This design comes from an exercise in tuning for small area on the open sky130 flow, not from production work. For this run, only the layout was checked, not whether the RTL still works. Power figures rest on the tool's default switching activity, not on a simulated workload.

==> flow/design.v <==
module alu_top(
    input clk, clear,
    input [31:0]alu_in0, alu_in1,
    input [3:0]control_signal,
    output reg [31:0]alu_out,
    output zero_flag
    );
    wire [31:0] a = alu_in0;
    wire [31:0] b = alu_in1;
    wire sub, k_p, k_c, k_g, k_r, k_l, k_u, k_s, left, leftn, fill;
    alu_dec u_dec(.op(control_signal), .a31(a[31]), .sub(sub), .k_p(k_p),
        .k_c(k_c), .k_g(k_g), .k_r(k_r), .k_l(k_l),
        .k_u(k_u), .k_s(k_s), .left(left), .fill(fill));
    assign leftn = control_signal[1];
    wire [31:0] p, g;
    wire [32:0] c;
    alu_pg u_pg0(.a(a[0]), .b(b[0]), .sub(sub), .p(p[0]), .g(g[0]));
    alu_pg u_pg1(.a(a[1]), .b(b[1]), .sub(sub), .p(p[1]), .g(g[1]));
    alu_pg u_pg2(.a(a[2]), .b(b[2]), .sub(sub), .p(p[2]), .g(g[2]));
    alu_pg u_pg3(.a(a[3]), .b(b[3]), .sub(sub), .p(p[3]), .g(g[3]));
    alu_pg u_pg4(.a(a[4]), .b(b[4]), .sub(sub), .p(p[4]), .g(g[4]));
    alu_pg u_pg5(.a(a[5]), .b(b[5]), .sub(sub), .p(p[5]), .g(g[5]));
    alu_pg u_pg6(.a(a[6]), .b(b[6]), .sub(sub), .p(p[6]), .g(g[6]));
    alu_pg u_pg7(.a(a[7]), .b(b[7]), .sub(sub), .p(p[7]), .g(g[7]));
    alu_pg u_pg8(.a(a[8]), .b(b[8]), .sub(sub), .p(p[8]), .g(g[8]));
    alu_pg u_pg9(.a(a[9]), .b(b[9]), .sub(sub), .p(p[9]), .g(g[9]));
    alu_pg u_pg10(.a(a[10]), .b(b[10]), .sub(sub), .p(p[10]), .g(g[10]));
    alu_pg u_pg11(.a(a[11]), .b(b[11]), .sub(sub), .p(p[11]), .g(g[11]));
    alu_pg u_pg12(.a(a[12]), .b(b[12]), .sub(sub), .p(p[12]), .g(g[12]));
    alu_pg u_pg13(.a(a[13]), .b(b[13]), .sub(sub), .p(p[13]), .g(g[13]));
    alu_pg u_pg14(.a(a[14]), .b(b[14]), .sub(sub), .p(p[14]), .g(g[14]));
    alu_pg u_pg15(.a(a[15]), .b(b[15]), .sub(sub), .p(p[15]), .g(g[15]));
    alu_pg u_pg16(.a(a[16]), .b(b[16]), .sub(sub), .p(p[16]), .g(g[16]));
    alu_pg u_pg17(.a(a[17]), .b(b[17]), .sub(sub), .p(p[17]), .g(g[17]));
    alu_pg u_pg18(.a(a[18]), .b(b[18]), .sub(sub), .p(p[18]), .g(g[18]));
    alu_pg u_pg19(.a(a[19]), .b(b[19]), .sub(sub), .p(p[19]), .g(g[19]));
    alu_pg u_pg20(.a(a[20]), .b(b[20]), .sub(sub), .p(p[20]), .g(g[20]));
    alu_pg u_pg21(.a(a[21]), .b(b[21]), .sub(sub), .p(p[21]), .g(g[21]));
    alu_pg u_pg22(.a(a[22]), .b(b[22]), .sub(sub), .p(p[22]), .g(g[22]));
    alu_pg u_pg23(.a(a[23]), .b(b[23]), .sub(sub), .p(p[23]), .g(g[23]));
    alu_pg u_pg24(.a(a[24]), .b(b[24]), .sub(sub), .p(p[24]), .g(g[24]));
    alu_pg u_pg25(.a(a[25]), .b(b[25]), .sub(sub), .p(p[25]), .g(g[25]));
    alu_pg u_pg26(.a(a[26]), .b(b[26]), .sub(sub), .p(p[26]), .g(g[26]));
    alu_pg u_pg27(.a(a[27]), .b(b[27]), .sub(sub), .p(p[27]), .g(g[27]));
    alu_pg u_pg28(.a(a[28]), .b(b[28]), .sub(sub), .p(p[28]), .g(g[28]));
    alu_pg u_pg29(.a(a[29]), .b(b[29]), .sub(sub), .p(p[29]), .g(g[29]));
    alu_pg u_pg30(.a(a[30]), .b(b[30]), .sub(sub), .p(p[30]), .g(g[30]));
    alu_pg u_pg31(.a(a[31]), .b(b[31]), .sub(sub), .p(p[31]), .g(g[31]));
    assign c[0] = sub;
    wire [3:0] GG0, PP0;
    assign GG0[0] = g[0];
    assign PP0[0] = p[0];
    alu_blkpre4 u_gp0(.p(p[3:0]), .g(g[3:0]), .G(GG0[3:1]), .P(PP0[3:1]));
    wire G0 = GG0[3];
    wire P0 = PP0[3];
    alu_cnode u_ci0_0(.G(GG0[0]), .P(PP0[0]), .cin(c[0]), .cout(c[1]));
    alu_cnode u_ci0_1(.G(GG0[1]), .P(PP0[1]), .cin(c[0]), .cout(c[2]));
    alu_cnode u_ci0_2(.G(GG0[2]), .P(PP0[2]), .cin(c[0]), .cout(c[3]));
    wire [3:0] GG1, PP1;
    assign GG1[0] = g[4];
    assign PP1[0] = p[4];
    alu_blkpre4 u_gp1(.p(p[7:4]), .g(g[7:4]), .G(GG1[3:1]), .P(PP1[3:1]));
    wire G1 = GG1[3];
    wire P1 = PP1[3];
    alu_cnode u_ci1_0(.G(GG1[0]), .P(PP1[0]), .cin(c[4]), .cout(c[5]));
    alu_cnode u_ci1_1(.G(GG1[1]), .P(PP1[1]), .cin(c[4]), .cout(c[6]));
    alu_cnode u_ci1_2(.G(GG1[2]), .P(PP1[2]), .cin(c[4]), .cout(c[7]));
    wire [3:0] GG2, PP2;
    assign GG2[0] = g[8];
    assign PP2[0] = p[8];
    alu_blkpre4 u_gp2(.p(p[11:8]), .g(g[11:8]), .G(GG2[3:1]), .P(PP2[3:1]));
    wire G2 = GG2[3];
    wire P2 = PP2[3];
    alu_cnode u_ci2_0(.G(GG2[0]), .P(PP2[0]), .cin(c[8]), .cout(c[9]));
    alu_cnode u_ci2_1(.G(GG2[1]), .P(PP2[1]), .cin(c[8]), .cout(c[10]));
    alu_cnode u_ci2_2(.G(GG2[2]), .P(PP2[2]), .cin(c[8]), .cout(c[11]));
    wire [3:0] GG3, PP3;
    assign GG3[0] = g[12];
    assign PP3[0] = p[12];
    alu_blkpre4 u_gp3(.p(p[15:12]), .g(g[15:12]), .G(GG3[3:1]), .P(PP3[3:1]));
    wire G3 = GG3[3];
    wire P3 = PP3[3];
    alu_cnode u_ci3_0(.G(GG3[0]), .P(PP3[0]), .cin(c[12]), .cout(c[13]));
    alu_cnode u_ci3_1(.G(GG3[1]), .P(PP3[1]), .cin(c[12]), .cout(c[14]));
    alu_cnode u_ci3_2(.G(GG3[2]), .P(PP3[2]), .cin(c[12]), .cout(c[15]));
    wire [3:0] GG4, PP4;
    assign GG4[0] = g[16];
    assign PP4[0] = p[16];
    alu_blkpre4 u_gp4(.p(p[19:16]), .g(g[19:16]), .G(GG4[3:1]), .P(PP4[3:1]));
    wire G4 = GG4[3];
    wire P4 = PP4[3];
    alu_cnode u_ci4_0(.G(GG4[0]), .P(PP4[0]), .cin(c[16]), .cout(c[17]));
    alu_cnode u_ci4_1(.G(GG4[1]), .P(PP4[1]), .cin(c[16]), .cout(c[18]));
    alu_cnode u_ci4_2(.G(GG4[2]), .P(PP4[2]), .cin(c[16]), .cout(c[19]));
    wire [3:0] GG5, PP5;
    assign GG5[0] = g[20];
    assign PP5[0] = p[20];
    alu_blkpre4 u_gp5(.p(p[23:20]), .g(g[23:20]), .G(GG5[3:1]), .P(PP5[3:1]));
    wire G5 = GG5[3];
    wire P5 = PP5[3];
    alu_cnode u_ci5_0(.G(GG5[0]), .P(PP5[0]), .cin(c[20]), .cout(c[21]));
    alu_cnode u_ci5_1(.G(GG5[1]), .P(PP5[1]), .cin(c[20]), .cout(c[22]));
    alu_cnode u_ci5_2(.G(GG5[2]), .P(PP5[2]), .cin(c[20]), .cout(c[23]));
    wire [3:0] GG6, PP6;
    assign GG6[0] = g[24];
    assign PP6[0] = p[24];
    alu_blkpre4 u_gp6(.p(p[27:24]), .g(g[27:24]), .G(GG6[3:1]), .P(PP6[3:1]));
    wire G6 = GG6[3];
    wire P6 = PP6[3];
    alu_cnode u_ci6_0(.G(GG6[0]), .P(PP6[0]), .cin(c[24]), .cout(c[25]));
    alu_cnode u_ci6_1(.G(GG6[1]), .P(PP6[1]), .cin(c[24]), .cout(c[26]));
    alu_cnode u_ci6_2(.G(GG6[2]), .P(PP6[2]), .cin(c[24]), .cout(c[27]));
    wire [3:0] GG7, PP7;
    assign GG7[0] = g[28];
    assign PP7[0] = p[28];
    alu_blkpre4 u_gp7(.p(p[31:28]), .g(g[31:28]), .G(GG7[3:1]), .P(PP7[3:1]));
    wire G7 = GG7[3];
    wire P7 = PP7[3];
    alu_cnode u_ci7_0(.G(GG7[0]), .P(PP7[0]), .cin(c[28]), .cout(c[29]));
    alu_cnode u_ci7_1(.G(GG7[1]), .P(PP7[1]), .cin(c[28]), .cout(c[30]));
    alu_cnode u_ci7_2(.G(GG7[2]), .P(PP7[2]), .cin(c[28]), .cout(c[31]));
    wire BG_1_0;
    alu_cnode u_BG_1_0(.G(G0), .P(P0), .cin(sub), .cout(BG_1_0));
    wire BG_3_2;
    alu_cnode u_BG_3_2(.G(G2), .P(P2), .cin(G1), .cout(BG_3_2));
    wire BP_3_2;
    alu_and2 u_BP_3_2(.a(P2), .b(P1), .y(BP_3_2));
    wire BG_5_4;
    alu_cnode u_BG_5_4(.G(G4), .P(P4), .cin(G3), .cout(BG_5_4));
    wire BP_5_4;
    alu_and2 u_BP_5_4(.a(P4), .b(P3), .y(BP_5_4));
    wire BG_7_6;
    alu_cnode u_BG_7_6(.G(G6), .P(P6), .cin(G5), .cout(BG_7_6));
    wire BP_7_6;
    alu_and2 u_BP_7_6(.a(P6), .b(P5), .y(BP_7_6));
    wire BG_2_0;
    alu_cnode u_BG_2_0(.G(G1), .P(P1), .cin(BG_1_0), .cout(BG_2_0));
    wire BG_3_0;
    alu_cnode u_BG_3_0(.G(BG_3_2), .P(BP_3_2), .cin(BG_1_0), .cout(BG_3_0));
    wire BG_6_4;
    alu_cnode u_BG_6_4(.G(G5), .P(P5), .cin(BG_5_4), .cout(BG_6_4));
    wire BP_6_4;
    alu_and2 u_BP_6_4(.a(P5), .b(BP_5_4), .y(BP_6_4));
    wire BG_7_4;
    alu_cnode u_BG_7_4(.G(BG_7_6), .P(BP_7_6), .cin(BG_5_4), .cout(BG_7_4));
    wire BP_7_4;
    alu_and2 u_BP_7_4(.a(BP_7_6), .b(BP_5_4), .y(BP_7_4));
    wire BG_4_0;
    alu_cnode u_BG_4_0(.G(G3), .P(P3), .cin(BG_3_0), .cout(BG_4_0));
    wire BG_5_0;
    alu_cnode u_BG_5_0(.G(BG_5_4), .P(BP_5_4), .cin(BG_3_0), .cout(BG_5_0));
    wire BG_6_0;
    alu_cnode u_BG_6_0(.G(BG_6_4), .P(BP_6_4), .cin(BG_3_0), .cout(BG_6_0));
    wire BG_7_0;
    alu_cnode u_BG_7_0(.G(BG_7_4), .P(BP_7_4), .cin(BG_3_0), .cout(BG_7_0));
    wire BG_8_0;
    alu_cnode u_BG_8_0(.G(G7), .P(P7), .cin(BG_7_0), .cout(BG_8_0));
    assign c[4] = BG_1_0;
    assign c[8] = BG_2_0;
    assign c[12] = BG_3_0;
    assign c[16] = BG_4_0;
    assign c[20] = BG_5_0;
    assign c[24] = BG_6_0;
    assign c[28] = BG_7_0;
    assign c[32] = BG_8_0;
    wire [31:0] s0;
    alu_muxa u_rv0(.d0(a[0]), .d1(a[31]), .s(left), .sn(leftn), .yn(s0[0]));
    alu_muxa u_rv1(.d0(a[1]), .d1(a[30]), .s(left), .sn(leftn), .yn(s0[1]));
    alu_muxa u_rv2(.d0(a[2]), .d1(a[29]), .s(left), .sn(leftn), .yn(s0[2]));
    alu_muxa u_rv3(.d0(a[3]), .d1(a[28]), .s(left), .sn(leftn), .yn(s0[3]));
    alu_muxa u_rv4(.d0(a[4]), .d1(a[27]), .s(left), .sn(leftn), .yn(s0[4]));
    alu_muxa u_rv5(.d0(a[5]), .d1(a[26]), .s(left), .sn(leftn), .yn(s0[5]));
    alu_muxa u_rv6(.d0(a[6]), .d1(a[25]), .s(left), .sn(leftn), .yn(s0[6]));
    alu_muxa u_rv7(.d0(a[7]), .d1(a[24]), .s(left), .sn(leftn), .yn(s0[7]));
    alu_muxa u_rv8(.d0(a[8]), .d1(a[23]), .s(left), .sn(leftn), .yn(s0[8]));
    alu_muxa u_rv9(.d0(a[9]), .d1(a[22]), .s(left), .sn(leftn), .yn(s0[9]));
    alu_muxa u_rv10(.d0(a[10]), .d1(a[21]), .s(left), .sn(leftn), .yn(s0[10]));
    alu_muxa u_rv11(.d0(a[11]), .d1(a[20]), .s(left), .sn(leftn), .yn(s0[11]));
    alu_muxa u_rv12(.d0(a[12]), .d1(a[19]), .s(left), .sn(leftn), .yn(s0[12]));
    alu_muxa u_rv13(.d0(a[13]), .d1(a[18]), .s(left), .sn(leftn), .yn(s0[13]));
    alu_muxa u_rv14(.d0(a[14]), .d1(a[17]), .s(left), .sn(leftn), .yn(s0[14]));
    alu_muxa u_rv15(.d0(a[15]), .d1(a[16]), .s(left), .sn(leftn), .yn(s0[15]));
    alu_muxa u_rv16(.d0(a[16]), .d1(a[15]), .s(left), .sn(leftn), .yn(s0[16]));
    alu_muxa u_rv17(.d0(a[17]), .d1(a[14]), .s(left), .sn(leftn), .yn(s0[17]));
    alu_muxa u_rv18(.d0(a[18]), .d1(a[13]), .s(left), .sn(leftn), .yn(s0[18]));
    alu_muxa u_rv19(.d0(a[19]), .d1(a[12]), .s(left), .sn(leftn), .yn(s0[19]));
    alu_muxa u_rv20(.d0(a[20]), .d1(a[11]), .s(left), .sn(leftn), .yn(s0[20]));
    alu_muxa u_rv21(.d0(a[21]), .d1(a[10]), .s(left), .sn(leftn), .yn(s0[21]));
    alu_muxa u_rv22(.d0(a[22]), .d1(a[9]), .s(left), .sn(leftn), .yn(s0[22]));
    alu_muxa u_rv23(.d0(a[23]), .d1(a[8]), .s(left), .sn(leftn), .yn(s0[23]));
    alu_muxa u_rv24(.d0(a[24]), .d1(a[7]), .s(left), .sn(leftn), .yn(s0[24]));
    alu_muxa u_rv25(.d0(a[25]), .d1(a[6]), .s(left), .sn(leftn), .yn(s0[25]));
    alu_muxa u_rv26(.d0(a[26]), .d1(a[5]), .s(left), .sn(leftn), .yn(s0[26]));
    alu_muxa u_rv27(.d0(a[27]), .d1(a[4]), .s(left), .sn(leftn), .yn(s0[27]));
    alu_muxa u_rv28(.d0(a[28]), .d1(a[3]), .s(left), .sn(leftn), .yn(s0[28]));
    alu_muxa u_rv29(.d0(a[29]), .d1(a[2]), .s(left), .sn(leftn), .yn(s0[29]));
    alu_muxa u_rv30(.d0(a[30]), .d1(a[1]), .s(left), .sn(leftn), .yn(s0[30]));
    alu_muxa u_rv31(.d0(a[31]), .d1(a[0]), .s(left), .sn(leftn), .yn(s0[31]));
    wire [4:0] sh = b[4:0];
    wire [4:0] shn;
    alu_inv5 u_shn(.a(sh), .y(shn));
    wire filln;
    alu_inv1 u_filln(.a(fill), .y(filln));
    wire [31:0] s1;
    alu_muxo u_s0_0(.d0n(s0[0]), .d1n(s0[1]), .s(sh[0]), .sn(shn[0]), .y(s1[0]));
    alu_muxo u_s0_1(.d0n(s0[1]), .d1n(s0[2]), .s(sh[0]), .sn(shn[0]), .y(s1[1]));
    alu_muxo u_s0_2(.d0n(s0[2]), .d1n(s0[3]), .s(sh[0]), .sn(shn[0]), .y(s1[2]));
    alu_muxo u_s0_3(.d0n(s0[3]), .d1n(s0[4]), .s(sh[0]), .sn(shn[0]), .y(s1[3]));
    alu_muxo u_s0_4(.d0n(s0[4]), .d1n(s0[5]), .s(sh[0]), .sn(shn[0]), .y(s1[4]));
    alu_muxo u_s0_5(.d0n(s0[5]), .d1n(s0[6]), .s(sh[0]), .sn(shn[0]), .y(s1[5]));
    alu_muxo u_s0_6(.d0n(s0[6]), .d1n(s0[7]), .s(sh[0]), .sn(shn[0]), .y(s1[6]));
    alu_muxo u_s0_7(.d0n(s0[7]), .d1n(s0[8]), .s(sh[0]), .sn(shn[0]), .y(s1[7]));
    alu_muxo u_s0_8(.d0n(s0[8]), .d1n(s0[9]), .s(sh[0]), .sn(shn[0]), .y(s1[8]));
    alu_muxo u_s0_9(.d0n(s0[9]), .d1n(s0[10]), .s(sh[0]), .sn(shn[0]), .y(s1[9]));
    alu_muxo u_s0_10(.d0n(s0[10]), .d1n(s0[11]), .s(sh[0]), .sn(shn[0]), .y(s1[10]));
    alu_muxo u_s0_11(.d0n(s0[11]), .d1n(s0[12]), .s(sh[0]), .sn(shn[0]), .y(s1[11]));
    alu_muxo u_s0_12(.d0n(s0[12]), .d1n(s0[13]), .s(sh[0]), .sn(shn[0]), .y(s1[12]));
    alu_muxo u_s0_13(.d0n(s0[13]), .d1n(s0[14]), .s(sh[0]), .sn(shn[0]), .y(s1[13]));
    alu_muxo u_s0_14(.d0n(s0[14]), .d1n(s0[15]), .s(sh[0]), .sn(shn[0]), .y(s1[14]));
    alu_muxo u_s0_15(.d0n(s0[15]), .d1n(s0[16]), .s(sh[0]), .sn(shn[0]), .y(s1[15]));
    alu_muxo u_s0_16(.d0n(s0[16]), .d1n(s0[17]), .s(sh[0]), .sn(shn[0]), .y(s1[16]));
    alu_muxo u_s0_17(.d0n(s0[17]), .d1n(s0[18]), .s(sh[0]), .sn(shn[0]), .y(s1[17]));
    alu_muxo u_s0_18(.d0n(s0[18]), .d1n(s0[19]), .s(sh[0]), .sn(shn[0]), .y(s1[18]));
    alu_muxo u_s0_19(.d0n(s0[19]), .d1n(s0[20]), .s(sh[0]), .sn(shn[0]), .y(s1[19]));
    alu_muxo u_s0_20(.d0n(s0[20]), .d1n(s0[21]), .s(sh[0]), .sn(shn[0]), .y(s1[20]));
    alu_muxo u_s0_21(.d0n(s0[21]), .d1n(s0[22]), .s(sh[0]), .sn(shn[0]), .y(s1[21]));
    alu_muxo u_s0_22(.d0n(s0[22]), .d1n(s0[23]), .s(sh[0]), .sn(shn[0]), .y(s1[22]));
    alu_muxo u_s0_23(.d0n(s0[23]), .d1n(s0[24]), .s(sh[0]), .sn(shn[0]), .y(s1[23]));
    alu_muxo u_s0_24(.d0n(s0[24]), .d1n(s0[25]), .s(sh[0]), .sn(shn[0]), .y(s1[24]));
    alu_muxo u_s0_25(.d0n(s0[25]), .d1n(s0[26]), .s(sh[0]), .sn(shn[0]), .y(s1[25]));
    alu_muxo u_s0_26(.d0n(s0[26]), .d1n(s0[27]), .s(sh[0]), .sn(shn[0]), .y(s1[26]));
    alu_muxo u_s0_27(.d0n(s0[27]), .d1n(s0[28]), .s(sh[0]), .sn(shn[0]), .y(s1[27]));
    alu_muxo u_s0_28(.d0n(s0[28]), .d1n(s0[29]), .s(sh[0]), .sn(shn[0]), .y(s1[28]));
    alu_muxo u_s0_29(.d0n(s0[29]), .d1n(s0[30]), .s(sh[0]), .sn(shn[0]), .y(s1[29]));
    alu_muxo u_s0_30(.d0n(s0[30]), .d1n(s0[31]), .s(sh[0]), .sn(shn[0]), .y(s1[30]));
    alu_muxo u_s0_31(.d0n(s0[31]), .d1n(filln), .s(sh[0]), .sn(shn[0]), .y(s1[31]));
    wire [31:0] s2;
    alu_muxa u_s1_0(.d0(s1[0]), .d1(s1[2]), .s(sh[1]), .sn(shn[1]), .yn(s2[0]));
    alu_muxa u_s1_1(.d0(s1[1]), .d1(s1[3]), .s(sh[1]), .sn(shn[1]), .yn(s2[1]));
    alu_muxa u_s1_2(.d0(s1[2]), .d1(s1[4]), .s(sh[1]), .sn(shn[1]), .yn(s2[2]));
    alu_muxa u_s1_3(.d0(s1[3]), .d1(s1[5]), .s(sh[1]), .sn(shn[1]), .yn(s2[3]));
    alu_muxa u_s1_4(.d0(s1[4]), .d1(s1[6]), .s(sh[1]), .sn(shn[1]), .yn(s2[4]));
    alu_muxa u_s1_5(.d0(s1[5]), .d1(s1[7]), .s(sh[1]), .sn(shn[1]), .yn(s2[5]));
    alu_muxa u_s1_6(.d0(s1[6]), .d1(s1[8]), .s(sh[1]), .sn(shn[1]), .yn(s2[6]));
    alu_muxa u_s1_7(.d0(s1[7]), .d1(s1[9]), .s(sh[1]), .sn(shn[1]), .yn(s2[7]));
    alu_muxa u_s1_8(.d0(s1[8]), .d1(s1[10]), .s(sh[1]), .sn(shn[1]), .yn(s2[8]));
    alu_muxa u_s1_9(.d0(s1[9]), .d1(s1[11]), .s(sh[1]), .sn(shn[1]), .yn(s2[9]));
    alu_muxa u_s1_10(.d0(s1[10]), .d1(s1[12]), .s(sh[1]), .sn(shn[1]), .yn(s2[10]));
    alu_muxa u_s1_11(.d0(s1[11]), .d1(s1[13]), .s(sh[1]), .sn(shn[1]), .yn(s2[11]));
    alu_muxa u_s1_12(.d0(s1[12]), .d1(s1[14]), .s(sh[1]), .sn(shn[1]), .yn(s2[12]));
    alu_muxa u_s1_13(.d0(s1[13]), .d1(s1[15]), .s(sh[1]), .sn(shn[1]), .yn(s2[13]));
    alu_muxa u_s1_14(.d0(s1[14]), .d1(s1[16]), .s(sh[1]), .sn(shn[1]), .yn(s2[14]));
    alu_muxa u_s1_15(.d0(s1[15]), .d1(s1[17]), .s(sh[1]), .sn(shn[1]), .yn(s2[15]));
    alu_muxa u_s1_16(.d0(s1[16]), .d1(s1[18]), .s(sh[1]), .sn(shn[1]), .yn(s2[16]));
    alu_muxa u_s1_17(.d0(s1[17]), .d1(s1[19]), .s(sh[1]), .sn(shn[1]), .yn(s2[17]));
    alu_muxa u_s1_18(.d0(s1[18]), .d1(s1[20]), .s(sh[1]), .sn(shn[1]), .yn(s2[18]));
    alu_muxa u_s1_19(.d0(s1[19]), .d1(s1[21]), .s(sh[1]), .sn(shn[1]), .yn(s2[19]));
    alu_muxa u_s1_20(.d0(s1[20]), .d1(s1[22]), .s(sh[1]), .sn(shn[1]), .yn(s2[20]));
    alu_muxa u_s1_21(.d0(s1[21]), .d1(s1[23]), .s(sh[1]), .sn(shn[1]), .yn(s2[21]));
    alu_muxa u_s1_22(.d0(s1[22]), .d1(s1[24]), .s(sh[1]), .sn(shn[1]), .yn(s2[22]));
    alu_muxa u_s1_23(.d0(s1[23]), .d1(s1[25]), .s(sh[1]), .sn(shn[1]), .yn(s2[23]));
    alu_muxa u_s1_24(.d0(s1[24]), .d1(s1[26]), .s(sh[1]), .sn(shn[1]), .yn(s2[24]));
    alu_muxa u_s1_25(.d0(s1[25]), .d1(s1[27]), .s(sh[1]), .sn(shn[1]), .yn(s2[25]));
    alu_muxa u_s1_26(.d0(s1[26]), .d1(s1[28]), .s(sh[1]), .sn(shn[1]), .yn(s2[26]));
    alu_muxa u_s1_27(.d0(s1[27]), .d1(s1[29]), .s(sh[1]), .sn(shn[1]), .yn(s2[27]));
    alu_muxa u_s1_28(.d0(s1[28]), .d1(s1[30]), .s(sh[1]), .sn(shn[1]), .yn(s2[28]));
    alu_muxa u_s1_29(.d0(s1[29]), .d1(s1[31]), .s(sh[1]), .sn(shn[1]), .yn(s2[29]));
    alu_muxa u_s1_30(.d0(s1[30]), .d1(fill), .s(sh[1]), .sn(shn[1]), .yn(s2[30]));
    alu_muxa u_s1_31(.d0(s1[31]), .d1(fill), .s(sh[1]), .sn(shn[1]), .yn(s2[31]));
    wire [31:0] s3;
    alu_muxo u_s2_0(.d0n(s2[0]), .d1n(s2[4]), .s(sh[2]), .sn(shn[2]), .y(s3[0]));
    alu_muxo u_s2_1(.d0n(s2[1]), .d1n(s2[5]), .s(sh[2]), .sn(shn[2]), .y(s3[1]));
    alu_muxo u_s2_2(.d0n(s2[2]), .d1n(s2[6]), .s(sh[2]), .sn(shn[2]), .y(s3[2]));
    alu_muxo u_s2_3(.d0n(s2[3]), .d1n(s2[7]), .s(sh[2]), .sn(shn[2]), .y(s3[3]));
    alu_muxo u_s2_4(.d0n(s2[4]), .d1n(s2[8]), .s(sh[2]), .sn(shn[2]), .y(s3[4]));
    alu_muxo u_s2_5(.d0n(s2[5]), .d1n(s2[9]), .s(sh[2]), .sn(shn[2]), .y(s3[5]));
    alu_muxo u_s2_6(.d0n(s2[6]), .d1n(s2[10]), .s(sh[2]), .sn(shn[2]), .y(s3[6]));
    alu_muxo u_s2_7(.d0n(s2[7]), .d1n(s2[11]), .s(sh[2]), .sn(shn[2]), .y(s3[7]));
    alu_muxo u_s2_8(.d0n(s2[8]), .d1n(s2[12]), .s(sh[2]), .sn(shn[2]), .y(s3[8]));
    alu_muxo u_s2_9(.d0n(s2[9]), .d1n(s2[13]), .s(sh[2]), .sn(shn[2]), .y(s3[9]));
    alu_muxo u_s2_10(.d0n(s2[10]), .d1n(s2[14]), .s(sh[2]), .sn(shn[2]), .y(s3[10]));
    alu_muxo u_s2_11(.d0n(s2[11]), .d1n(s2[15]), .s(sh[2]), .sn(shn[2]), .y(s3[11]));
    alu_muxo u_s2_12(.d0n(s2[12]), .d1n(s2[16]), .s(sh[2]), .sn(shn[2]), .y(s3[12]));
    alu_muxo u_s2_13(.d0n(s2[13]), .d1n(s2[17]), .s(sh[2]), .sn(shn[2]), .y(s3[13]));
    alu_muxo u_s2_14(.d0n(s2[14]), .d1n(s2[18]), .s(sh[2]), .sn(shn[2]), .y(s3[14]));
    alu_muxo u_s2_15(.d0n(s2[15]), .d1n(s2[19]), .s(sh[2]), .sn(shn[2]), .y(s3[15]));
    alu_muxo u_s2_16(.d0n(s2[16]), .d1n(s2[20]), .s(sh[2]), .sn(shn[2]), .y(s3[16]));
    alu_muxo u_s2_17(.d0n(s2[17]), .d1n(s2[21]), .s(sh[2]), .sn(shn[2]), .y(s3[17]));
    alu_muxo u_s2_18(.d0n(s2[18]), .d1n(s2[22]), .s(sh[2]), .sn(shn[2]), .y(s3[18]));
    alu_muxo u_s2_19(.d0n(s2[19]), .d1n(s2[23]), .s(sh[2]), .sn(shn[2]), .y(s3[19]));
    alu_muxo u_s2_20(.d0n(s2[20]), .d1n(s2[24]), .s(sh[2]), .sn(shn[2]), .y(s3[20]));
    alu_muxo u_s2_21(.d0n(s2[21]), .d1n(s2[25]), .s(sh[2]), .sn(shn[2]), .y(s3[21]));
    alu_muxo u_s2_22(.d0n(s2[22]), .d1n(s2[26]), .s(sh[2]), .sn(shn[2]), .y(s3[22]));
    alu_muxo u_s2_23(.d0n(s2[23]), .d1n(s2[27]), .s(sh[2]), .sn(shn[2]), .y(s3[23]));
    alu_muxo u_s2_24(.d0n(s2[24]), .d1n(s2[28]), .s(sh[2]), .sn(shn[2]), .y(s3[24]));
    alu_muxo u_s2_25(.d0n(s2[25]), .d1n(s2[29]), .s(sh[2]), .sn(shn[2]), .y(s3[25]));
    alu_muxo u_s2_26(.d0n(s2[26]), .d1n(s2[30]), .s(sh[2]), .sn(shn[2]), .y(s3[26]));
    alu_muxo u_s2_27(.d0n(s2[27]), .d1n(s2[31]), .s(sh[2]), .sn(shn[2]), .y(s3[27]));
    alu_muxo u_s2_28(.d0n(s2[28]), .d1n(filln), .s(sh[2]), .sn(shn[2]), .y(s3[28]));
    alu_muxo u_s2_29(.d0n(s2[29]), .d1n(filln), .s(sh[2]), .sn(shn[2]), .y(s3[29]));
    alu_muxo u_s2_30(.d0n(s2[30]), .d1n(filln), .s(sh[2]), .sn(shn[2]), .y(s3[30]));
    alu_muxo u_s2_31(.d0n(s2[31]), .d1n(filln), .s(sh[2]), .sn(shn[2]), .y(s3[31]));
    wire [31:0] s4;
    alu_muxa u_s3_0(.d0(s3[0]), .d1(s3[8]), .s(sh[3]), .sn(shn[3]), .yn(s4[0]));
    alu_muxa u_s3_1(.d0(s3[1]), .d1(s3[9]), .s(sh[3]), .sn(shn[3]), .yn(s4[1]));
    alu_muxa u_s3_2(.d0(s3[2]), .d1(s3[10]), .s(sh[3]), .sn(shn[3]), .yn(s4[2]));
    alu_muxa u_s3_3(.d0(s3[3]), .d1(s3[11]), .s(sh[3]), .sn(shn[3]), .yn(s4[3]));
    alu_muxa u_s3_4(.d0(s3[4]), .d1(s3[12]), .s(sh[3]), .sn(shn[3]), .yn(s4[4]));
    alu_muxa u_s3_5(.d0(s3[5]), .d1(s3[13]), .s(sh[3]), .sn(shn[3]), .yn(s4[5]));
    alu_muxa u_s3_6(.d0(s3[6]), .d1(s3[14]), .s(sh[3]), .sn(shn[3]), .yn(s4[6]));
    alu_muxa u_s3_7(.d0(s3[7]), .d1(s3[15]), .s(sh[3]), .sn(shn[3]), .yn(s4[7]));
    alu_muxa u_s3_8(.d0(s3[8]), .d1(s3[16]), .s(sh[3]), .sn(shn[3]), .yn(s4[8]));
    alu_muxa u_s3_9(.d0(s3[9]), .d1(s3[17]), .s(sh[3]), .sn(shn[3]), .yn(s4[9]));
    alu_muxa u_s3_10(.d0(s3[10]), .d1(s3[18]), .s(sh[3]), .sn(shn[3]), .yn(s4[10]));
    alu_muxa u_s3_11(.d0(s3[11]), .d1(s3[19]), .s(sh[3]), .sn(shn[3]), .yn(s4[11]));
    alu_muxa u_s3_12(.d0(s3[12]), .d1(s3[20]), .s(sh[3]), .sn(shn[3]), .yn(s4[12]));
    alu_muxa u_s3_13(.d0(s3[13]), .d1(s3[21]), .s(sh[3]), .sn(shn[3]), .yn(s4[13]));
    alu_muxa u_s3_14(.d0(s3[14]), .d1(s3[22]), .s(sh[3]), .sn(shn[3]), .yn(s4[14]));
    alu_muxa u_s3_15(.d0(s3[15]), .d1(s3[23]), .s(sh[3]), .sn(shn[3]), .yn(s4[15]));
    alu_muxa u_s3_16(.d0(s3[16]), .d1(s3[24]), .s(sh[3]), .sn(shn[3]), .yn(s4[16]));
    alu_muxa u_s3_17(.d0(s3[17]), .d1(s3[25]), .s(sh[3]), .sn(shn[3]), .yn(s4[17]));
    alu_muxa u_s3_18(.d0(s3[18]), .d1(s3[26]), .s(sh[3]), .sn(shn[3]), .yn(s4[18]));
    alu_muxa u_s3_19(.d0(s3[19]), .d1(s3[27]), .s(sh[3]), .sn(shn[3]), .yn(s4[19]));
    alu_muxa u_s3_20(.d0(s3[20]), .d1(s3[28]), .s(sh[3]), .sn(shn[3]), .yn(s4[20]));
    alu_muxa u_s3_21(.d0(s3[21]), .d1(s3[29]), .s(sh[3]), .sn(shn[3]), .yn(s4[21]));
    alu_muxa u_s3_22(.d0(s3[22]), .d1(s3[30]), .s(sh[3]), .sn(shn[3]), .yn(s4[22]));
    alu_muxa u_s3_23(.d0(s3[23]), .d1(s3[31]), .s(sh[3]), .sn(shn[3]), .yn(s4[23]));
    alu_muxa u_s3_24(.d0(s3[24]), .d1(fill), .s(sh[3]), .sn(shn[3]), .yn(s4[24]));
    alu_muxa u_s3_25(.d0(s3[25]), .d1(fill), .s(sh[3]), .sn(shn[3]), .yn(s4[25]));
    alu_muxa u_s3_26(.d0(s3[26]), .d1(fill), .s(sh[3]), .sn(shn[3]), .yn(s4[26]));
    alu_muxa u_s3_27(.d0(s3[27]), .d1(fill), .s(sh[3]), .sn(shn[3]), .yn(s4[27]));
    alu_muxa u_s3_28(.d0(s3[28]), .d1(fill), .s(sh[3]), .sn(shn[3]), .yn(s4[28]));
    alu_muxa u_s3_29(.d0(s3[29]), .d1(fill), .s(sh[3]), .sn(shn[3]), .yn(s4[29]));
    alu_muxa u_s3_30(.d0(s3[30]), .d1(fill), .s(sh[3]), .sn(shn[3]), .yn(s4[30]));
    alu_muxa u_s3_31(.d0(s3[31]), .d1(fill), .s(sh[3]), .sn(shn[3]), .yn(s4[31]));
    wire [31:0] s5;
    alu_muxo u_s4_0(.d0n(s4[0]), .d1n(s4[16]), .s(sh[4]), .sn(shn[4]), .y(s5[0]));
    alu_muxo u_s4_1(.d0n(s4[1]), .d1n(s4[17]), .s(sh[4]), .sn(shn[4]), .y(s5[1]));
    alu_muxo u_s4_2(.d0n(s4[2]), .d1n(s4[18]), .s(sh[4]), .sn(shn[4]), .y(s5[2]));
    alu_muxo u_s4_3(.d0n(s4[3]), .d1n(s4[19]), .s(sh[4]), .sn(shn[4]), .y(s5[3]));
    alu_muxo u_s4_4(.d0n(s4[4]), .d1n(s4[20]), .s(sh[4]), .sn(shn[4]), .y(s5[4]));
    alu_muxo u_s4_5(.d0n(s4[5]), .d1n(s4[21]), .s(sh[4]), .sn(shn[4]), .y(s5[5]));
    alu_muxo u_s4_6(.d0n(s4[6]), .d1n(s4[22]), .s(sh[4]), .sn(shn[4]), .y(s5[6]));
    alu_muxo u_s4_7(.d0n(s4[7]), .d1n(s4[23]), .s(sh[4]), .sn(shn[4]), .y(s5[7]));
    alu_muxo u_s4_8(.d0n(s4[8]), .d1n(s4[24]), .s(sh[4]), .sn(shn[4]), .y(s5[8]));
    alu_muxo u_s4_9(.d0n(s4[9]), .d1n(s4[25]), .s(sh[4]), .sn(shn[4]), .y(s5[9]));
    alu_muxo u_s4_10(.d0n(s4[10]), .d1n(s4[26]), .s(sh[4]), .sn(shn[4]), .y(s5[10]));
    alu_muxo u_s4_11(.d0n(s4[11]), .d1n(s4[27]), .s(sh[4]), .sn(shn[4]), .y(s5[11]));
    alu_muxo u_s4_12(.d0n(s4[12]), .d1n(s4[28]), .s(sh[4]), .sn(shn[4]), .y(s5[12]));
    alu_muxo u_s4_13(.d0n(s4[13]), .d1n(s4[29]), .s(sh[4]), .sn(shn[4]), .y(s5[13]));
    alu_muxo u_s4_14(.d0n(s4[14]), .d1n(s4[30]), .s(sh[4]), .sn(shn[4]), .y(s5[14]));
    alu_muxo u_s4_15(.d0n(s4[15]), .d1n(s4[31]), .s(sh[4]), .sn(shn[4]), .y(s5[15]));
    alu_muxo u_s4_16(.d0n(s4[16]), .d1n(filln), .s(sh[4]), .sn(shn[4]), .y(s5[16]));
    alu_muxo u_s4_17(.d0n(s4[17]), .d1n(filln), .s(sh[4]), .sn(shn[4]), .y(s5[17]));
    alu_muxo u_s4_18(.d0n(s4[18]), .d1n(filln), .s(sh[4]), .sn(shn[4]), .y(s5[18]));
    alu_muxo u_s4_19(.d0n(s4[19]), .d1n(filln), .s(sh[4]), .sn(shn[4]), .y(s5[19]));
    alu_muxo u_s4_20(.d0n(s4[20]), .d1n(filln), .s(sh[4]), .sn(shn[4]), .y(s5[20]));
    alu_muxo u_s4_21(.d0n(s4[21]), .d1n(filln), .s(sh[4]), .sn(shn[4]), .y(s5[21]));
    alu_muxo u_s4_22(.d0n(s4[22]), .d1n(filln), .s(sh[4]), .sn(shn[4]), .y(s5[22]));
    alu_muxo u_s4_23(.d0n(s4[23]), .d1n(filln), .s(sh[4]), .sn(shn[4]), .y(s5[23]));
    alu_muxo u_s4_24(.d0n(s4[24]), .d1n(filln), .s(sh[4]), .sn(shn[4]), .y(s5[24]));
    alu_muxo u_s4_25(.d0n(s4[25]), .d1n(filln), .s(sh[4]), .sn(shn[4]), .y(s5[25]));
    alu_muxo u_s4_26(.d0n(s4[26]), .d1n(filln), .s(sh[4]), .sn(shn[4]), .y(s5[26]));
    alu_muxo u_s4_27(.d0n(s4[27]), .d1n(filln), .s(sh[4]), .sn(shn[4]), .y(s5[27]));
    alu_muxo u_s4_28(.d0n(s4[28]), .d1n(filln), .s(sh[4]), .sn(shn[4]), .y(s5[28]));
    alu_muxo u_s4_29(.d0n(s4[29]), .d1n(filln), .s(sh[4]), .sn(shn[4]), .y(s5[29]));
    alu_muxo u_s4_30(.d0n(s4[30]), .d1n(filln), .s(sh[4]), .sn(shn[4]), .y(s5[30]));
    alu_muxo u_s4_31(.d0n(s4[31]), .d1n(filln), .s(sh[4]), .sn(shn[4]), .y(s5[31]));
    wire [31:0] res;
    wire f0;
    alu_bit0 u_bit0(.f(f0), .p31(p[31]), .c32(c[32]), .k_u(k_u), .k_s(k_s), .y(res[0]));
    alu_fin u_fin0(.p(p[0]), .c(c[0]), .g(g[0]), .sr(s5[0]), .sl(s5[31]), .k_p(k_p), .k_c(k_c), .k_g(k_g), .k_r(k_r), .k_l(k_l), .y(f0));
    alu_fin u_fin1(.p(p[1]), .c(c[1]), .g(g[1]), .sr(s5[1]), .sl(s5[30]), .k_p(k_p), .k_c(k_c), .k_g(k_g), .k_r(k_r), .k_l(k_l), .y(res[1]));
    alu_fin u_fin2(.p(p[2]), .c(c[2]), .g(g[2]), .sr(s5[2]), .sl(s5[29]), .k_p(k_p), .k_c(k_c), .k_g(k_g), .k_r(k_r), .k_l(k_l), .y(res[2]));
    alu_fin u_fin3(.p(p[3]), .c(c[3]), .g(g[3]), .sr(s5[3]), .sl(s5[28]), .k_p(k_p), .k_c(k_c), .k_g(k_g), .k_r(k_r), .k_l(k_l), .y(res[3]));
    alu_fin u_fin4(.p(p[4]), .c(c[4]), .g(g[4]), .sr(s5[4]), .sl(s5[27]), .k_p(k_p), .k_c(k_c), .k_g(k_g), .k_r(k_r), .k_l(k_l), .y(res[4]));
    alu_fin u_fin5(.p(p[5]), .c(c[5]), .g(g[5]), .sr(s5[5]), .sl(s5[26]), .k_p(k_p), .k_c(k_c), .k_g(k_g), .k_r(k_r), .k_l(k_l), .y(res[5]));
    alu_fin u_fin6(.p(p[6]), .c(c[6]), .g(g[6]), .sr(s5[6]), .sl(s5[25]), .k_p(k_p), .k_c(k_c), .k_g(k_g), .k_r(k_r), .k_l(k_l), .y(res[6]));
    alu_fin u_fin7(.p(p[7]), .c(c[7]), .g(g[7]), .sr(s5[7]), .sl(s5[24]), .k_p(k_p), .k_c(k_c), .k_g(k_g), .k_r(k_r), .k_l(k_l), .y(res[7]));
    alu_fin u_fin8(.p(p[8]), .c(c[8]), .g(g[8]), .sr(s5[8]), .sl(s5[23]), .k_p(k_p), .k_c(k_c), .k_g(k_g), .k_r(k_r), .k_l(k_l), .y(res[8]));
    alu_fin u_fin9(.p(p[9]), .c(c[9]), .g(g[9]), .sr(s5[9]), .sl(s5[22]), .k_p(k_p), .k_c(k_c), .k_g(k_g), .k_r(k_r), .k_l(k_l), .y(res[9]));
    alu_fin u_fin10(.p(p[10]), .c(c[10]), .g(g[10]), .sr(s5[10]), .sl(s5[21]), .k_p(k_p), .k_c(k_c), .k_g(k_g), .k_r(k_r), .k_l(k_l), .y(res[10]));
    alu_fin u_fin11(.p(p[11]), .c(c[11]), .g(g[11]), .sr(s5[11]), .sl(s5[20]), .k_p(k_p), .k_c(k_c), .k_g(k_g), .k_r(k_r), .k_l(k_l), .y(res[11]));
    alu_fin u_fin12(.p(p[12]), .c(c[12]), .g(g[12]), .sr(s5[12]), .sl(s5[19]), .k_p(k_p), .k_c(k_c), .k_g(k_g), .k_r(k_r), .k_l(k_l), .y(res[12]));
    alu_fin u_fin13(.p(p[13]), .c(c[13]), .g(g[13]), .sr(s5[13]), .sl(s5[18]), .k_p(k_p), .k_c(k_c), .k_g(k_g), .k_r(k_r), .k_l(k_l), .y(res[13]));
    alu_fin u_fin14(.p(p[14]), .c(c[14]), .g(g[14]), .sr(s5[14]), .sl(s5[17]), .k_p(k_p), .k_c(k_c), .k_g(k_g), .k_r(k_r), .k_l(k_l), .y(res[14]));
    alu_fin u_fin15(.p(p[15]), .c(c[15]), .g(g[15]), .sr(s5[15]), .sl(s5[16]), .k_p(k_p), .k_c(k_c), .k_g(k_g), .k_r(k_r), .k_l(k_l), .y(res[15]));
    alu_fin u_fin16(.p(p[16]), .c(c[16]), .g(g[16]), .sr(s5[16]), .sl(s5[15]), .k_p(k_p), .k_c(k_c), .k_g(k_g), .k_r(k_r), .k_l(k_l), .y(res[16]));
    alu_fin u_fin17(.p(p[17]), .c(c[17]), .g(g[17]), .sr(s5[17]), .sl(s5[14]), .k_p(k_p), .k_c(k_c), .k_g(k_g), .k_r(k_r), .k_l(k_l), .y(res[17]));
    alu_fin u_fin18(.p(p[18]), .c(c[18]), .g(g[18]), .sr(s5[18]), .sl(s5[13]), .k_p(k_p), .k_c(k_c), .k_g(k_g), .k_r(k_r), .k_l(k_l), .y(res[18]));
    alu_fin u_fin19(.p(p[19]), .c(c[19]), .g(g[19]), .sr(s5[19]), .sl(s5[12]), .k_p(k_p), .k_c(k_c), .k_g(k_g), .k_r(k_r), .k_l(k_l), .y(res[19]));
    alu_fin u_fin20(.p(p[20]), .c(c[20]), .g(g[20]), .sr(s5[20]), .sl(s5[11]), .k_p(k_p), .k_c(k_c), .k_g(k_g), .k_r(k_r), .k_l(k_l), .y(res[20]));
    alu_fin u_fin21(.p(p[21]), .c(c[21]), .g(g[21]), .sr(s5[21]), .sl(s5[10]), .k_p(k_p), .k_c(k_c), .k_g(k_g), .k_r(k_r), .k_l(k_l), .y(res[21]));
    alu_fin u_fin22(.p(p[22]), .c(c[22]), .g(g[22]), .sr(s5[22]), .sl(s5[9]), .k_p(k_p), .k_c(k_c), .k_g(k_g), .k_r(k_r), .k_l(k_l), .y(res[22]));
    alu_fin u_fin23(.p(p[23]), .c(c[23]), .g(g[23]), .sr(s5[23]), .sl(s5[8]), .k_p(k_p), .k_c(k_c), .k_g(k_g), .k_r(k_r), .k_l(k_l), .y(res[23]));
    alu_fin u_fin24(.p(p[24]), .c(c[24]), .g(g[24]), .sr(s5[24]), .sl(s5[7]), .k_p(k_p), .k_c(k_c), .k_g(k_g), .k_r(k_r), .k_l(k_l), .y(res[24]));
    alu_fin u_fin25(.p(p[25]), .c(c[25]), .g(g[25]), .sr(s5[25]), .sl(s5[6]), .k_p(k_p), .k_c(k_c), .k_g(k_g), .k_r(k_r), .k_l(k_l), .y(res[25]));
    alu_fin u_fin26(.p(p[26]), .c(c[26]), .g(g[26]), .sr(s5[26]), .sl(s5[5]), .k_p(k_p), .k_c(k_c), .k_g(k_g), .k_r(k_r), .k_l(k_l), .y(res[26]));
    alu_fin u_fin27(.p(p[27]), .c(c[27]), .g(g[27]), .sr(s5[27]), .sl(s5[4]), .k_p(k_p), .k_c(k_c), .k_g(k_g), .k_r(k_r), .k_l(k_l), .y(res[27]));
    alu_fin u_fin28(.p(p[28]), .c(c[28]), .g(g[28]), .sr(s5[28]), .sl(s5[3]), .k_p(k_p), .k_c(k_c), .k_g(k_g), .k_r(k_r), .k_l(k_l), .y(res[28]));
    alu_fin u_fin29(.p(p[29]), .c(c[29]), .g(g[29]), .sr(s5[29]), .sl(s5[2]), .k_p(k_p), .k_c(k_c), .k_g(k_g), .k_r(k_r), .k_l(k_l), .y(res[29]));
    alu_fin u_fin30(.p(p[30]), .c(c[30]), .g(g[30]), .sr(s5[30]), .sl(s5[1]), .k_p(k_p), .k_c(k_c), .k_g(k_g), .k_r(k_r), .k_l(k_l), .y(res[30]));
    alu_fin u_fin31(.p(p[31]), .c(c[31]), .g(g[31]), .sr(s5[31]), .sl(s5[0]), .k_p(k_p), .k_c(k_c), .k_g(k_g), .k_r(k_r), .k_l(k_l), .y(res[31]));
    alu_zero u_zero(.x(alu_out), .z(zero_flag));
    always @(posedge clk or posedge clear) begin
        if (clear)
            alu_out <= 32'b0;
        else
            alu_out <= res;
    end
endmodule
module alu_dec(input [3:0] op, input a31, output sub, k_p, k_c, k_g,
               output k_r, k_l, k_u, k_s, left, fill);
    wire lo = ~op[3];
    alu_subdec u_sub(.op(op), .sub(sub));                             
    assign k_c = lo & ~op[2] & ~op[1];                                
    assign k_g = lo & ~op[2] & op[1];                                 
    assign k_p = lo & ((~op[2] & ~op[1]) | (~op[2] & op[0]) | (op[2] & ~op[1] & ~op[0]));  
    assign k_r = lo & op[2] & op[1];                                  
    assign k_l = lo & op[2] & ~op[1] & op[0];                         
    assign k_u = op[3] & ~op[2] & ~op[1] & ~op[0];                    
    assign k_s = op[3] & ~op[2] & ~op[1] & op[0];                     
    assign left = ~op[1];                                             
    assign fill = op[1] & op[0] & a31;                                
endmodule
module alu_subdec(input [3:0] op, output sub);
    assign sub = op[3] | (op[0] & ~op[1]);
endmodule
module alu_pg(input a, b, sub, output p, g);
    wire x;
    alu_xor2 u_x(.a(a), .b(b), .y(x));
    alu_xor2 u_p(.a(x), .b(sub), .y(p));
    alu_nor2b u_g(.a(p), .bn(a), .y(g));
endmodule
module alu_nor2b(input a, bn, output y);
    assign y = ~(a | ~bn);
endmodule
module alu_a22oi(input a1, a2, b1, b2, output y);
    assign y = ~((a1 & a2) | (b1 & b2));
endmodule
module alu_mux2(input a0, a1, s, output y);
    assign y = s ? a1 : a0;
endmodule
module alu_xor2(input a, b, output y);
    assign y = a ^ b;
endmodule
module alu_nand2(input a, b, output y);
    assign y = ~(a & b);
endmodule
module alu_a222oi(input a1, a2, b1, b2, c1, c2, output y);
    assign y = ~((a1 & a2) | (b1 & b2) | (c1 & c2));
endmodule
module alu_a2bb2oi(input a1n, a2n, b1, b2, output y);
    assign y = ~((~a1n & ~a2n) | (b1 & b2));
endmodule
module alu_and2(input a, b, output y);
    assign y = a & b;
endmodule
module alu_cnode(input G, P, cin, output cout);
    assign cout = G | (P & cin);
endmodule
module alu_slt(input p31, c32, k_u, k_s, output y);
    assign y = (k_u & ~c32) | (k_s & (p31 ^ c32));
endmodule
module alu_muxa(input d0, d1, s, sn, output yn);
    assign yn = ~((d0 & sn) | (d1 & s));
endmodule
module alu_muxo(input d0n, d1n, s, sn, output y);
    assign y = ~((d0n | s) & (d1n | sn));
endmodule
module alu_inv5(input [4:0] a, output [4:0] y);
    assign y = ~a;
endmodule
module alu_inv1(input a, output y);
    assign y = ~a;
endmodule
module alu_fin(input p, c, g, sr, sl, k_p, k_c, k_g, k_r, k_l, output y);
    wire ln, rn;
    alu_a222oi u_l(.a1(p), .a2(k_p), .b1(sr), .b2(k_r), .c1(sl), .c2(k_l), .y(ln));
    alu_a22oi u_r(.a1(g), .a2(k_g), .b1(c), .b2(k_c), .y(rn));
    alu_xor2 u_y(.a(ln), .b(rn), .y(y));
endmodule
module alu_bit0(input f, p31, c32, k_u, k_s, output y);
    wire t0, t1;
    assign t1 = f | (k_s & ~p31);
    assign t0 = f | k_u | (k_s & p31);
    alu_mux2 u_m(.a0(t0), .a1(t1), .s(c32), .y(y));
endmodule
module alu_zero(input [31:0] x, output z);
    assign z = ~|x;
endmodule
module alu_blkpre4(input [3:0] p, g, output [3:1] G, P);
    wire [3:0] gg, pp;
    assign gg[0] = g[0];
    assign pp[0] = p[0];
    genvar i;
    generate for (i = 1; i < 4; i = i + 1) begin : g_c
        alu_cnode u_g(.G(g[i]), .P(p[i]), .cin(gg[i-1]), .cout(gg[i]));
        alu_and2 u_p(.a(p[i]), .b(pp[i-1]), .y(pp[i]));
    end endgenerate
    assign G = gg[3:1];
    assign P = pp[3:1];
endmodule
==> flow/flow/run.sh <==
#!/bin/bash
# Layout flow: the standard flow, with three changes in how the layout is made:
#  - synthesis maps with an area-oriented ABC script (strash; dch -f; amap -m)
#    and leaves adders to ABC (no separate full/half adder cells),
#  - port buffers use sky130_fd_sc_hd__buf_1,
#  - CTS uses small clock buffers and no dummy loads.
# Each tool's output goes to a log file of its own in this folder.
set -uo pipefail
cp -r "$FLOW_HOME/scripts" scripts_mod
printf 'strash\ndch -f\namap -m\ntopo\n' > scripts_mod/abc_area.script
cp scripts_mod/abc_area.script scripts_mod/abc_speed.script
export BUFFER_PORTS_ARGS="-buffer_cell sky130_fd_sc_hd__buf_1"
export CTS_ARGS="-sink_clustering_enable -repair_clock_nets -dont_use_dummy_load -sink_clustering_size 32 -sink_clustering_max_diameter 300 -buf_list {sky130_fd_sc_hd__clkbuf_4}"
SCRIPTS_DIR="$PWD/scripts_mod" ADDER_MAP_FILE= bash standard.sh synth > synth.log 2>&1 || exit 1
bash standard.sh > layout.log 2>&1
==> flow/standard.sh <==
#!/bin/bash
# synth_recipe.tcl (not shown) runs the flow's synth.tcl, then flattens the netlist and writes it again
# the make line also repeats each setting of config.mk as NAME=value (left out here)
make -C /OpenROAD-flow-scripts/flow DESIGN_CONFIG=/design/flow/config.mk WORK_HOME=/design/flow/orfs CLKGATE_MAP_FILE= SYNTH_SCRIPT=/design/flow/synth_recipe.tcl "${@:-finish}"
==> flow/config.mk <==
export PLATFORM = sky130hd
export DESIGN_NAME = alu_top
export DESIGN_NICKNAME = alu_top
export VERILOG_FILES = /design/flow/design.v
export SDC_FILE = /design/flow/constraint.sdc
export NUM_CORES = 4
export LEC_CHECK = 0
export ABC_AREA = 1
export CAP_MARGIN = 10
export CORE_MARGIN = 2
export CORE_UTILIZATION = 40
export GPL_TIMING_DRIVEN = 0
export SLEW_MARGIN = 10
export SYNTH_HIERARCHICAL = 1
==> flow/constraint.sdc <==
create_clock -name core_clock -period 4.5 [get_ports {clk}]
set_input_delay 0.9000 -clock core_clock [delete_from_list [all_inputs] [get_ports {clk}]]
set_output_delay 0.9000 -clock core_clock [all_outputs]
set_load 0.01 [all_outputs]
==> impl_metrics.tcl <==
set metrics [dict create \
    status "timing/DRC/antenna clean" \
    wl_per_cell_um 21.6 \
    synth_top_family_by_area "compound AO/OA/AOI/OAI gates" \
    yosysWarningCount 7 \
    p_seq_frac 0.282 \
    setup_ws_ns 0.216 \
    maxCapViolCount 0 \
    gr-usage-all-layers 0.304 \
    largest_registers "alu_out (32)" \
    root_buffer "clkbuf_4" \
    post-route-min-period_ns 4.28 \
    yosys.area_share.xor_xnor 0 \
    start_util 0.415 \
    area_delta_synth_final_pct 17.9 \
    grt_max_degree 41 \
    io_pins 103 \
    largest_register_ffs 32 \
    dr.pass1.iters 6 \
    yosysTopAreaCell "a22oi_1" \
    ys_seq_area_frac 0.176 \
    ir_drop_uv 141 \
    comb_power_share 0.602 \
    yosysUniqueCellTypes 19 \
    synth-compound-area-share 0.626 \
    post-route-period-util 0.952 \
    whs_ns 0.612 \
    cts.clk_slew.worst_paths_ns 0.11 \
    cts_tree "done" \
    final_area_um2 5370 \
    hold_buffers 0 \
    use_met3 0.0437 \
    cellPowerDensity_nw_per_um2 228 \
    synth_area_leaders "a22oi_1 (21%), dfrtp_1 (18%), o22ai_1 (13%)" \
    cts-htree-levels 2 \
    worstPathArrival_ns 4.49 \
    setup_viol 0 \
    yosys.area_share.simple 0.186 \
    min_path_type "primary input to async pin" \
    use_met2 0.486 \
    drive_above_1_share 0.0501 \
    pre_cts_ws_ns -0.924 \
    fp-row-count 38 \
    setup.worst_path.end_class "flop" \
    synth-seq-cells 32 \
    clock_sink_count 32 \
    timing.setup.tns_ns 0 \
    switching_power_mw 0.589 \
    avgSynthCellArea_um2 7.14 \
    worstMarginPinSlew_ns 0.867 \
    drtIter0Drc 828 \
    top_register "alu_out" \
    antenna_left 0 \
    wl_mm 19.4 \
    grt_pass1_vias 5528 \
    fmax_mhz 233 \
    final_core_util 0.489 \
    crit_start "alu_in1[0]" \
    fin_nets 830 \
    final_cells 898 \
    vias 6241 \
    grt_pass1_wl_mm 30.2 \
    die_area_um2 12300 \
    p_leak_nw 2.05 \
    internal_power_mw 0.637 \
    dpl.cell_count 891 \
    crit_type "primary input to flop" \
    syn_area_um2 4560 \
    netlist.area_leader.share 0.211 \
    clock_path_buffers 2 \
    total_power_mw 1.23 \
    synthAdderAreaFrac 0 \
    portBuffers 102 \
    dpl_cell_area_um2 5300 \
    grt-ovfl-total 0 \
    die_w_um 111 \
    drc 0 \
    core_region_area_um2 11000 \
    die_h_um 111 \
    busiest_layer "met2" \
    critPathMaxFanout 35 \
    gr-usage-met1 0.425 \
    fill_cells 1150 \
    viasPerCell 6.95 \
    grt_setup_unrepaired "no" \
    antenna_found_initial 0 \
    dp_hpwl_mm 14.7 \
    startpoint_type "primary input" \
    required_ns 4.71 \
    syn-num-nets 708 \
    power_frac_clock 0.117 \
    gp_congestion 0.917 \
    maxSlewHeadroom 0.418 \
    p_sw_frac 0.480 \
    antenna_cells 0 \
    hold_viol 0 \
    cts_buffers 5 \
    synthMuxAreaShare 0.00247 \
    synthCells 638 \
    maxSlewViolCount 0 \
]
-- kinds of logic (layout without fill, tap and decap cells) --
logic type,after synthesis,in the layout
AOI/OAI and AO/OA,417,418
buffers and inverters,12,131
DFF,32,32
muxes,1,1
and+or+nand+nor,176,176
-- final timing paths --
kind / to / slack (ns) / cells after the start
setup / recovery: alu_out[0] / 0.22 / 12
hold / removal: alu_out[6] / 0.61 / 2
max in group asynchronous: alu_out[14] / 3.43 / 2
min in group core_clock: alu_out[0] / 1.18 / 4
-- per-layer routing --
metal / vias to the layer above / share of wire
met5: - / 0
met4: 0 / 0.027
met3: 43 / 0.079
met2: 336 / 0.45
met1: 2908 / 0.44
li1: 2954 / -
-- per-module statistics from Yosys (local to each module, per instance), a selection --
module / flip-flops and latches / copies in the design / cells / cell area [µm²]
alu_muxo: 0 / 96 / 1 / 6.26
alu_and2: 0 / 29 / 1 / 6.26
alu_zero: 0 / 1 / 11 / 66.3
alu_dec: 0 / 1 / 12 / 60.1
alu_xor2: 0 / 96 / 2 / 8.76
alu_subdec: 0 / 1 / 2 / 11.3
alu_a22oi: 0 / 32 / 1 / 7.51
alu_muxa: 0 / 96 / 1 / 7.51
-- critical path, stage by stage --
cell and delay (ns):
buf_2 0.51, clkinvlp_4 0.66, o22ai_1 0.49, a22oi_1 0.15, o22ai_1 0.31, a22oi_1 0.15
o22ai_1 0.33, a222oi_1 0.20, nor2_1 0.14, a21oi_1 0.07, a211o_1 0.26, mux2_1 0.30
-- synthesized netlist by cell type (all sizes together) --
master,number
a222oi,32
mux2,1
o22ai,96
nand4,2
a211o,1
a221oi,1
a21oi,96
nor4,9
dfrtp,32
a22oi,128
o21bai,2
nor2,99
clkinv,12
nand3,1
a21o,61
and2,29
nor3,3
and3,1
nor2b,32
-- power by group through the flow --
stage	Clock, mW	Combinational (mW)	Sequential (mW)
floorplan	0	0.435	0.368
global placement	0	0.689	0.350
detailed placement	0	0.710	0.351
CTS	0.151	0.718	0.345
global route	0.167	0.800	0.350
finish	0.143	0.738	0.346
-- cells in the final DEF, fill, tap and decap left out --
master / instances
a211o_1: 1
a21o_1: 61
a21oi_1: 95
a21oi_2: 1
a221oi_4: 1
a222oi_1: 32
a22oi_1: 128
and2_0: 29
and3_2: 1
buf_1: 96
buf_12: 1
buf_16: 1
buf_2: 5
buf_4: 8
buf_6: 2
clkbuf_4: 6
clkinv_1: 6
clkinv_2: 1
clkinv_4: 1
clkinvlp_4: 2
dfrtp_1: 32
inv_2: 2
mux2_1: 1
nand3_1: 1
nand4_1: 2
nor2_1: 99
nor2b_1: 32
nor3_2: 3
nor4_1: 8
nor4_2: 1
o21bai_1: 1
o21bai_2: 1
o21bai_4: 1
o22ai_1: 96
-- final cells by class --
type / instances / area, µm² / share of cell area
clock buffers: 5 / 37.5 / 0.00698
inverters: 12 / 58.8 / 0.0109
well taps: 140 / 175 / 0.0326
multi-input cells: 595 / 3780 / 0.703
flip-flops and latches: 32 / 801 / 0.149
repair buffers: 114 / 523 / 0.0973
-- repair_timing --
| action | CTS | global route |
|---|---|---|
| cloned | 1 | 0 |
| setup buffers | 1 | 0 |
| pin swaps | 1 | 0 |
| gates resized for setup | 3 | 6 |
| setup endpoints to repair | 29 | 3 |

[afterwards: timing with drivers on the ports]
The flow's constraints put no driver on any port. The routed layout listed below was extracted and timed again, unchanged, in two steps. Step 1, drivers: a clkbuf_16 drives clk and a buf_2 each remaining input, both assumed. Step 2 moves the port delays by t, midway between the first and last clock arrival at a register: inputs arrive t later, outputs are due t later. That takes back most of the time a late clock gives input paths. a / b / c = no drivers / after step 1 / after step 2; a / b = the first two.
shift t [ns]: 0.366
setup slack, ns: 0.216 / 0.223 / -0.143
worst data-port slew with drivers (ns): 0.04
pins driven straight from the clock port: 1
Met with ideal ports but missed after step 2: setup timing in this run. The setup slack of this run moves by +0.007 ns with the drivers and by -0.359 ns with both steps.
